Source: an optimization exercise on an open RTL-to-GDS flow (aim: small area, a short achievable clock period and few clock cycles). Production flows keep margins and buffers that such runs may drop.
Function was checked by simulation only, so behaviour that the tests miss may differ from the original.
No activity file was given, so power comes from the tool's default toggle rates.

## build 63
## control_top
module control_top(
    output logic [15:0] imem_addr,
    input  logic [31:0] imem_rdata,
    output logic [15:0] dmem_addr,
    output logic [63:0] dmem_wdata,
    output logic dmem_we,
    input  logic [63:0] dmem_rdata,
    output logic halted,
    input logic clk,
    input logic reset
);
export LEC_CHECK = 0
export CAP_MARGIN = 20
export CORE_MARGIN = 2
export CORE_UTILIZATION = 30
export PLACE_DENSITY = 0.5
export SLEW_MARGIN = 40
export SYNTH_HIERARCHICAL = 1
create_clock -name core_clock -period 10.0 [get_ports {clk}]
standard.sh (not shown) runs the stock make flow with config.mk's settings and CLKGATE_MAP_FILE= SYNTH_SCRIPT=/design/flow/synth_recipe.tcl, a recipe that flattens the netlist after the stock synthesis.
==> flow/flow/run.sh <==
#!/bin/bash
# The standard layout (the standard.sh: ORFS synthesis to final layout) with
# two changes: repair_timing aims for 6.2 ns of setup slack instead of 0, so the
# resizer keeps working on paths well below the 10 ns clock period; and it may
# resize cells to other drive strengths before global routing too
# (MATCH_CELL_FOOTPRINT=0; the platform's default allows only same-footprint
# swaps there).
# Should the incremental reroute after the post-global-route repair stop on an
# overflowing gcell, global routing is redone without that repair.
# make's full output goes to the flow_*.log files in this folder; ORFS keeps
# each tool's own log under orfs/logs/.
set -uo pipefail
M="SETUP_SLACK_MARGIN=6.2 MATCH_CELL_FOOTPRINT=0"
bash standard.sh $M cts > flow_cts.log 2>&1 || exit 1
if ! bash standard.sh $M grt > flow_grt.log 2>&1; then
    bash standard.sh $M SKIP_INCREMENTAL_REPAIR=1 grt > flow_grt2.log 2>&1 || exit 1
fi
bash standard.sh $M finish > flow_finish.log 2>&1 || exit 1
Build 63 was carried through to the last stage, and its layout satisfied the timing, DRC and antenna checks.
Testbench counts of build 63, summed over its fixed seeds: cycles 36,338.
Inputs modified between build 63 and build 15:
Settings: a change of PLACE_DENSITY from 0.5 to 0.65.
## What came out
Summary of build 15 over build 63: critical path data required time fell by 0.08 ns; area of all placed cells without fillers fell by about 1%. Total power of build 15 is lower than that of build 63. In the tables for build 15 and build 63, number of antenna violations at the first check in global routing reads lower with build 15. When the final numbers for build 15 and build 63 were put side by side, the number of detailed-route iterations in the first pass turned out to be greater in build 15. Build 63 -> build 15: cell depth of the worst setup path delta 0, exact match. Going from build 63 to build 15, the combinational share of power was found to have gone down by 0.3 points. Hold slack: build 15 vs build 63 — no meaningful difference.
The inputs of build 68 differ from those of build 15 as listed below.
Settings: PLACE_DENSITY: 0.65 -> 0.5.
diff --git a/flow/flow/run.sh b/flow/flow/run.sh
--- a/flow/flow/run.sh
+++ b/flow/flow/run.sh
@@ -3 +3 @@
-# two changes: repair_timing aims for 6.2 ns of setup slack instead of 0, so the
+# two changes: repair_timing aims for 6.0 ns of setup slack instead of 0, so the
@@ -13 +13 @@
-M="SETUP_SLACK_MARGIN=6.2 MATCH_CELL_FOOTPRINT=0"
+M="SETUP_SLACK_MARGIN=6.0 MATCH_CELL_FOOTPRINT=0"
==> comparison <==
In the reports for build 15 and build 68, the smaller number of fillers in the final layout belongs to build 15. As far as fraction of area in multi-input gates is concerned, build 15 and build 68 perform about the same. met1 wire length in build 68 is about 18% higher than in build 15. Build 68 vs build 15, CTS buffer count went up by 4. The higher worst clock skew of build 15 and build 68 is in build 15. Going from build 15 to build 68, area growth from synthesis to final layout now sits at about the same level, sum of internal, switching and leakage power grew by 0.00038 W, maximum ir drop on the vdd rail went up.
--- input diff build 68..build 87 ---
Settings: SLEW_MARGIN changed from 40 to 60.
diff --git a/flow/flow/run.sh b/flow/flow/run.sh
--- a/flow/flow/run.sh
+++ b/flow/flow/run.sh
@@ -3 +3 @@
-# two changes: repair_timing aims for 6.0 ns of setup slack instead of 0, so the
+# two changes: repair_timing aims for 6.2 ns of setup slack instead of 0, so the
@@ -13 +13 @@
-M="SETUP_SLACK_MARGIN=6.0 MATCH_CELL_FOOTPRINT=0"
+M="SETUP_SLACK_MARGIN=6.2 MATCH_CELL_FOOTPRINT=0"
## What came out
What build 68 reported for sum of met3 wire segment lengths after detailed routing has to be multiplied by 0.919 to get the figure for build 87.
Looking at relative slew slack, build 87 sits 19 points above build 68.
Via density per instance shrinks slightly when moving from build 68 to build 87.
Build 87 -> build 68: number of cell instances on the worst register-to-register path delta 0, exact match
The max-slew violation count on build 68 is in line with that on build 87.
Relative to build 68, the setup slack of build 87 is higher by 0.036 ns.
Compared with build 68, overall routed net length in build 87 increased slightly.


== the previous run ==
control_top, a different RTL version from the one above (not shown whole).
Size: about 200 I/O pins, ~0.13 mm2 of cells after synthesis.
clock: 10.0 ns
lec_check: 0
cap_margin: 20
core_margin: 2
core_utilization: 30
place_density: 0.5
slew_margin: 20
synth_hierarchical: 1
==> flow/flow/run.sh <==
#!/bin/bash
# The standard layout (the standard.sh: ORFS synthesis to final layout) with
# two changes: repair_timing aims for 6.4 ns of setup slack instead of 0, so the
# resizer keeps working on paths well below the 10 ns clock period; and it may
# resize cells to other drive strengths before global routing too
# (MATCH_CELL_FOOTPRINT=0; the platform's default allows only same-footprint
# swaps there).
# Should the incremental reroute after the post-global-route repair stop on an
# overflowing gcell, global routing is redone without that repair.
# make's full output goes to the flow_*.log files in this folder; ORFS keeps
# each tool's own log under orfs/logs/.
set -uo pipefail
M="SETUP_SLACK_MARGIN=6.4 MATCH_CELL_FOOTPRINT=0"
bash standard.sh $M cts > flow_cts.log 2>&1 || exit 1
if ! bash standard.sh $M grt > flow_grt.log 2>&1; then
    bash standard.sh $M SKIP_INCREMENTAL_REPAIR=1 grt > flow_grt2.log 2>&1 || exit 1
fi
bash standard.sh $M finish > flow_finish.log 2>&1 || exit 1
The previous run had finished all stages when the layout checks came back failing, citing antenna violations.
Testbench counts of the previous run, summed over its fixed seeds: cycles 36,338.
### the previous run -> the current run
diff --git a/flow/flow/run.sh b/flow/flow/run.sh
--- a/flow/flow/run.sh
+++ b/flow/flow/run.sh
@@ -1,5 +1,5 @@
 #!/bin/bash
 # The standard layout (the standard.sh: ORFS synthesis to final layout) with
-# two changes: repair_timing aims for 6.4 ns of setup slack instead of 0, so the
+# two changes: repair_timing aims for 6.2 ns of setup slack instead of 0, so the
 # resizer keeps working on paths well below the 10 ns clock period; and it may
 # resize cells to other drive strengths before global routing too
@@ -11,5 +11,5 @@
 # each tool's own log under orfs/logs/.
 set -uo pipefail
-M="SETUP_SLACK_MARGIN=6.4 MATCH_CELL_FOOTPRINT=0"
+M="SETUP_SLACK_MARGIN=6.2 MATCH_CELL_FOOTPRINT=0"
 bash standard.sh $M cts > flow_cts.log 2>&1 || exit 1
 if ! bash standard.sh $M grt > flow_grt.log 2>&1; then
==> comparison <==
- The sole clean run among the current run and the previous run is the current run.
- STATUS run=the previous run STAGES=ALL_DONE FINAL_CHECKS=FAILED CAUSE=antenna violations
- Compared with the previous run, in the current run met2 track demand over resource increased by 0.46 points relative to the old numbers, sequential share of layout area closely matched the old numbers, cell area after placement closely matched the old numbers.


Another version of the RTL of control_top (not shown whole).
Size in the first run: about 9300 cells after synthesis, ~200 I/O pins.
export LEC_CHECK = 0
export CAP_MARGIN = 20
export CORE_MARGIN = 2
export CORE_UTILIZATION = 30
export PLACE_DENSITY = 0.6
export SLEW_MARGIN = 40
export SYNTH_HIERARCHICAL = 1
create_clock -name core_clock -period 10.0 [get_ports {clk}]
==> flow/flow/run.sh <==
#!/bin/bash
# The standard layout (the standard.sh: ORFS synthesis to final layout) with
# these changes:
#  - repair_timing aims for 6.5 ns of setup slack instead of 0, so the resizer
#    keeps working on paths well below the 10 ns clock period;
#  - it may resize cells to other drive strengths before global routing too
#    (MATCH_CELL_FOOTPRINT=0; the platform's default allows only same-footprint
#    swaps there);
#  - the buffer that every input and output port gets is a buf_4 rather than
#    the delay cell buffer_ports picks by itself.
# Should the incremental reroute after the post-global-route repair stop on an
# overflowing gcell, global routing is redone without that repair.
# make's full output goes to the flow_*.log files in this folder; ORFS keeps
# each tool's own log under orfs/logs/.
set -uo pipefail
M=(SETUP_SLACK_MARGIN=6.5 MATCH_CELL_FOOTPRINT=0 "BUFFER_PORTS_ARGS=-buffer_cell sky130_fd_sc_hd__buf_4")
bash standard.sh "${M[@]}" cts > flow_cts.log 2>&1 || exit 1
if ! bash standard.sh "${M[@]}" grt > flow_grt.log 2>&1; then
    bash standard.sh "${M[@]}" SKIP_INCREMENTAL_REPAIR=1 grt > flow_grt2.log 2>&1 || exit 1
fi
bash standard.sh "${M[@]}" finish > flow_finish.log 2>&1 || exit 1
Testbench counts at the start, summed over its fixed seeds: cycles 36,338.
==> next run, changes <==
--- a/flow/flow/run.sh
+++ b/flow/flow/run.sh
@@ -3,3 +3,3 @@
 # these changes:
-#  - repair_timing aims for 6.5 ns of setup slack instead of 0, so the resizer
+#  - repair_timing aims for 6.4 ns of setup slack instead of 0, so the resizer
 #    keeps working on paths well below the 10 ns clock period;
@@ -15,3 +15,3 @@
 set -uo pipefail
-M=(SETUP_SLACK_MARGIN=6.5 MATCH_CELL_FOOTPRINT=0 "BUFFER_PORTS_ARGS=-buffer_cell sky130_fd_sc_hd__buf_4")
+M=(SETUP_SLACK_MARGIN=6.4 MATCH_CELL_FOOTPRINT=0 "BUFFER_PORTS_ARGS=-buffer_cell sky130_fd_sc_hd__buf_4")
 bash standard.sh "${M[@]}" cts > flow_cts.log 2>&1 || exit 1
- PLACE_DENSITY: 0.6 -> 0.55
=> Die area does not change; worst setup slack improves by 0.021 ns; synthesized cell count is unchanged; design area goes down by 1.3%; sequential power barely changes; non-clock buffer count goes down by 61; final cell count goes down by 0.50%; power goes down by 1.0%.
==> next run, changes <==
- PLACE_DENSITY: 0.55 -> 0.6
=> Synthesized area is unchanged; count of clock-buffer cells in the layout rises by 15; worst setup slack improves by 0.021 ns; worst hold slack stays flat; synthesized cell count stays the same; register-to-register slack improves by 0.02 ns; final area stays flat; power rises by 0.45%.
==> next run, changes <==
- PLACE_DENSITY: 0.6 -> 0.55
- SLEW_MARGIN: 40 -> 50
- The changed run produced a clean layout
- area after synthesis stays the same
- power hardly moves
- hold slack gains 0.0032 ns
- sequential share of layout area came out lower by 0.38 points
- routed wire length came out higher by 3.5%


Another version of the RTL of control_top (not shown whole).
For scale: ~9200 cells after synthesis, about 200 I/O pins, roughly 130000 µm² of cells after synthesis.
export LEC_CHECK = 0
export CAP_MARGIN = 20
export CORE_MARGIN = 2
export CORE_UTILIZATION = 30
export PLACE_DENSITY = 0.55
export SLEW_MARGIN = 40
export SYNTH_HIERARCHICAL = 1
create_clock -name core_clock -period 10.0 [get_ports {clk}]
==> flow/flow/run.sh <==
#!/bin/bash
# The standard layout (the standard.sh: ORFS synthesis to final layout) with
# these changes:
#  - repair_timing aims for 6.4 ns of setup slack instead of 0, so the resizer
#    keeps working on paths well below the 10 ns clock period;
#  - it may resize cells to other drive strengths before global routing too
#    (MATCH_CELL_FOOTPRINT=0; the platform's default allows only same-footprint
#    swaps there);
#  - the buffer that every input and output port gets is a buf_4 rather than
#    the delay cell buffer_ports picks by itself.
# Should the incremental reroute after the post-global-route repair stop on an
# overflowing gcell, global routing is redone without that repair.
# make's full output goes to the flow_*.log files in this folder; ORFS keeps
# each tool's own log under orfs/logs/.
set -uo pipefail
M=(SETUP_SLACK_MARGIN=6.4 MATCH_CELL_FOOTPRINT=0 "BUFFER_PORTS_ARGS=-buffer_cell sky130_fd_sc_hd__buf_4")
bash standard.sh "${M[@]}" cts > flow_cts.log 2>&1 || exit 1
if ! bash standard.sh "${M[@]}" grt > flow_grt.log 2>&1; then
    bash standard.sh "${M[@]}" SKIP_INCREMENTAL_REPAIR=1 grt > flow_grt2.log 2>&1 || exit 1
fi
bash standard.sh "${M[@]}" finish > flow_finish.log 2>&1 || exit 1
The first run finished clean.
Testbench counts at the start, summed over its fixed seeds: cycles 36,338.
Then changed:
PLACE_DENSITY = 0.65   (was 0.55)
After rerunning: Worst setup slack got worse by 32 ps; global-route usage drops by 1.3 points; via count climbs slightly; design area hardly moves; critical path depth climbs by 2.


Setup of job 3498:
control_top, a different RTL version from the one above (not shown whole).
For scale: about 9200 cells after synthesis, roughly 200 I/O pins.
==> flow/design.v (excerpt) <==
module control_top(
    output logic [15:0] imem_addr,
    input  logic [31:0] imem_rdata,
    output logic [15:0] dmem_addr,
    output logic [63:0] dmem_wdata,
    output logic dmem_we,
    input  logic [63:0] dmem_rdata,
    output logic halted,
    input logic clk,
    input logic reset
);
==> flow/config.mk <==
export PLATFORM = sky130hd
export DESIGN_NAME = control_top
export DESIGN_NICKNAME = control_top
export VERILOG_FILES = /design/flow/design.v
export SDC_FILE = /design/flow/constraint.sdc
export NUM_CORES = 8
export LEC_CHECK = 0
export CAP_MARGIN = 20
export CORE_MARGIN = 2
export CORE_UTILIZATION = 30
export GPL_ROUTABILITY_DRIVEN = 0
export PLACE_DENSITY = 0.6
export SLEW_MARGIN = 40
export SYNTH_HIERARCHICAL = 1
==> flow/constraint.sdc <==
create_clock -name core_clock -period 10.0 [get_ports {clk}]
set_input_delay 2.0000 -clock core_clock [delete_from_list [all_inputs] [get_ports {clk}]]
set_output_delay 2.0000 -clock core_clock [all_outputs]
set_load 0.01 [all_outputs]
Scripts as last shown in full above: flow/flow/run.sh
Testbench counts of job 3498, summed over its fixed seeds: cycles 36,338.
--- input diff job 3498..job 731 ---
- clearing GPL_ROUTABILITY_DRIVEN, which used to be 0
- swapping 30 for 35 in CORE_UTILIZATION
[job 731] first-iteration DRC count fell 915 relative to job 3498
In job 731 relative to job 3498, combinational gate power had gone up slightly.
In the tables for job 731 and job 3498, die area reads higher with job 3498.
In the metrics for job 731 and job 3498, the one carrying the higher layout overhead on the synthesized area is job 3498.
Setup slack: job 731 less than job 3498
## Diff of input files: job 2575 against job 731
- changing PLACE_DENSITY from 0.6 to 0.65
- changing CORE_UTILIZATION from 35 to 30
- Job 2575 was carried through to the last stage, and its layout satisfied the timing, DRC and antenna checks.
- Count of TritonRoute iterations in the first routing pass for job 2575: 3 down relative to job 731
- Job 2575 -> job 731: worst reg2reg path depth flat
- Comparing job 2575 and job 731, the lower sequential power share is on job 731.
diff inputs: job 2575 => job 2206
- swapping 0.65 for 0.6 in PLACE_DENSITY
Notes after the runs:
The startpoint of the worst setup timing path comes out opA[4] in one run and shAE[1] in the other, namely in job 2206 and job 2575 respectively. Power, job 2206 and job 2575: smaller value in job 2575. Relative to job 2575, number of CTS-inserted buffers increased by 4 in job 2206. Compared with job 2575, job 2206 shows a fraction of met3 tracks used by global routing that is 0.87 points higher. Compared with job 2575, job 2206 shows a higher number of buffers added for setup after CTS. Job 2575 → job 2206: final cycle utilization of the critical path moved down, worst voltage drop across the vdd grid decreased by 0.71 uV relative to the old numbers, fmax grew by 0.89%. Relative to job 2575, the post-detailed-routing wire length measured on job 2206 has increased by a few percent. Comparing leakage dissipation for job 2206 and job 2575, the smaller number came from job 2575. Compared job 2206 against job 2575; utilization within noise. Detailed-route vias per instance grows slightly when moving from job 2575 to job 2206.


control_top, a different RTL version from the one above (not shown whole).
Size in the first run: about 200 I/O pins, ~0.13 mm² of cells after synthesis.
==> flow/config.mk <==
export PLATFORM = sky130hd
export DESIGN_NAME = control_top
export DESIGN_NICKNAME = control_top
export VERILOG_FILES = /design/flow/design.v
export SDC_FILE = /design/flow/constraint.sdc
export NUM_CORES = 8
export LEC_CHECK = 0
export CAP_MARGIN = 20
export CORE_MARGIN = 2
export CORE_UTILIZATION = 30
export PLACE_DENSITY = 0.5
export SLEW_MARGIN = 20
export SYNTH_HIERARCHICAL = 1
==> flow/constraint.sdc <==
create_clock -name core_clock -period 10.0 [get_ports {clk}]
set_input_delay 2.0000 -clock core_clock [delete_from_list [all_inputs] [get_ports {clk}]]
set_output_delay 2.0000 -clock core_clock [all_outputs]
set_load 0.01 [all_outputs]
==> flow/flow/run.sh <==
#!/bin/bash
# The standard layout (the standard.sh: ORFS synthesis to final layout) with
# two changes: repair_timing aims for 6.2 ns of setup slack instead of 0, so the
# resizer keeps working on paths well below the 10 ns clock period; and it may
# resize cells to other drive strengths before global routing too
# (MATCH_CELL_FOOTPRINT=0; the platform's default allows only same-footprint
# swaps there).
# Should the incremental reroute after the post-global-route repair stop on an
# overflowing gcell, global routing is redone without that repair.
# make's full output goes to the flow_*.log files in this folder; ORFS keeps
# each tool's own log under orfs/logs/.
set -uo pipefail
M="SETUP_SLACK_MARGIN=6.2 MATCH_CELL_FOOTPRINT=0"
bash standard.sh $M cts > flow_cts.log 2>&1 || exit 1
if ! bash standard.sh $M grt > flow_grt.log 2>&1; then
    bash standard.sh $M SKIP_INCREMENTAL_REPAIR=1 grt > flow_grt2.log 2>&1 || exit 1
fi
bash standard.sh $M finish > flow_finish.log 2>&1 || exit 1
The baseline went through all stages and came out clean.
Testbench counts at the start, summed over its fixed seeds: cycles 35,955.
Next try:
==> flow/flow/run.sh (replaced) <==
#!/bin/bash
# The standard layout (the standard.sh: ORFS synthesis to final layout) with
# one change: repair_timing aims for 6.2 ns of setup slack instead of 0, so the
# resizer keeps working on paths well below the 10 ns clock period.
# Should the incremental reroute after the post-global-route repair stop on an
# overflowing gcell, global routing is redone without that repair.
# make's full output goes to the flow_*.log files in this folder; ORFS keeps
# each tool's own log under orfs/logs/.
set -uo pipefail
M=SETUP_SLACK_MARGIN=6.2
bash standard.sh $M cts > flow_cts.log 2>&1 || exit 1
if ! bash standard.sh $M grt > flow_grt.log 2>&1; then
    bash standard.sh $M SKIP_INCREMENTAL_REPAIR=1 grt > flow_grt2.log 2>&1 || exit 1
fi
bash standard.sh $M finish > flow_finish.log 2>&1 || exit 1
Hold slack barely changes.
Setup slack improves by 0.015 ns.
Core utilization stays flat.
Via count increases slightly.
Total power is about the same.
Global-route usage increases by 0.12 points.
Cell area barely changes.

==> separate check: timing with driven ports <==
The flow's constraints put no driver on any port. The routed layouts listed below were extracted and timed again, unchanged, in two steps. Step 1 assumes that a clkbuf_16 drives the clock port and a buf_2 every other input. Step 2 moves the port delays by t, midway between the first and last clock arrival at a register: inputs arrive t later, outputs are due t later. That takes back most of the time a late clock gives input paths. Three values: no drivers, after step 1, after step 2; two values: the first two.
run	t, ns	setup WS [ns]	worst setup path after step 2	cell pins on the clock port's net
build 63	1.049	6.092 / 6.092 / 5.775	input to register	1
build 15	1.038	6.115 / 6.115 / 5.870	input to register	1
build 68	1.051	5.982 / 5.917 / 5.534	input to register	1
build 87	1.043	6.017 / 6.017 / 5.845	input to register	1
the previous run	1.058	5.435 / 5.435 / 5.116	input to register	1
the current run	1.054	5.225 / 5.225 / 5.225	register to register	1
the first run of note 3	1.055	6.273 / 6.221 / 6.270	input to register	1
the second run of note 3	1.062	6.294 / 6.275 / 6.158	input to register	1
the third run of note 3	1.048	6.315 / 6.214 / 6.277	input to register	1
the fourth run of note 3	1.060	6.339 / 6.282 / 6.134	input to register	1
the first run of note 4	1.047	6.203 / 6.203 / 6.203	register to register	1
the second run of note 4	0.991	6.171 / 6.171 / 6.171	register to register	1
job 3498	1.006	6.236 / 6.236 / 6.207	input to register	1
job 731	1.060	6.227 / 6.227 / 6.179	input to register	1
job 2575	0.967	6.326 / 6.301 / 6.286	input to register	1
job 2206	1.041	6.359 / 6.291 / 6.276	input to register	1
the first run of note 6	1.053	5.930 / 5.930 / 5.465	input to register	1
the second run of note 6	1.051	5.944 / 5.944 / 5.475	input to register	1
The setup slack of the second run of note 6, which loses most, moves by 0.000 ns with the drivers and by -0.469 ns with both steps.
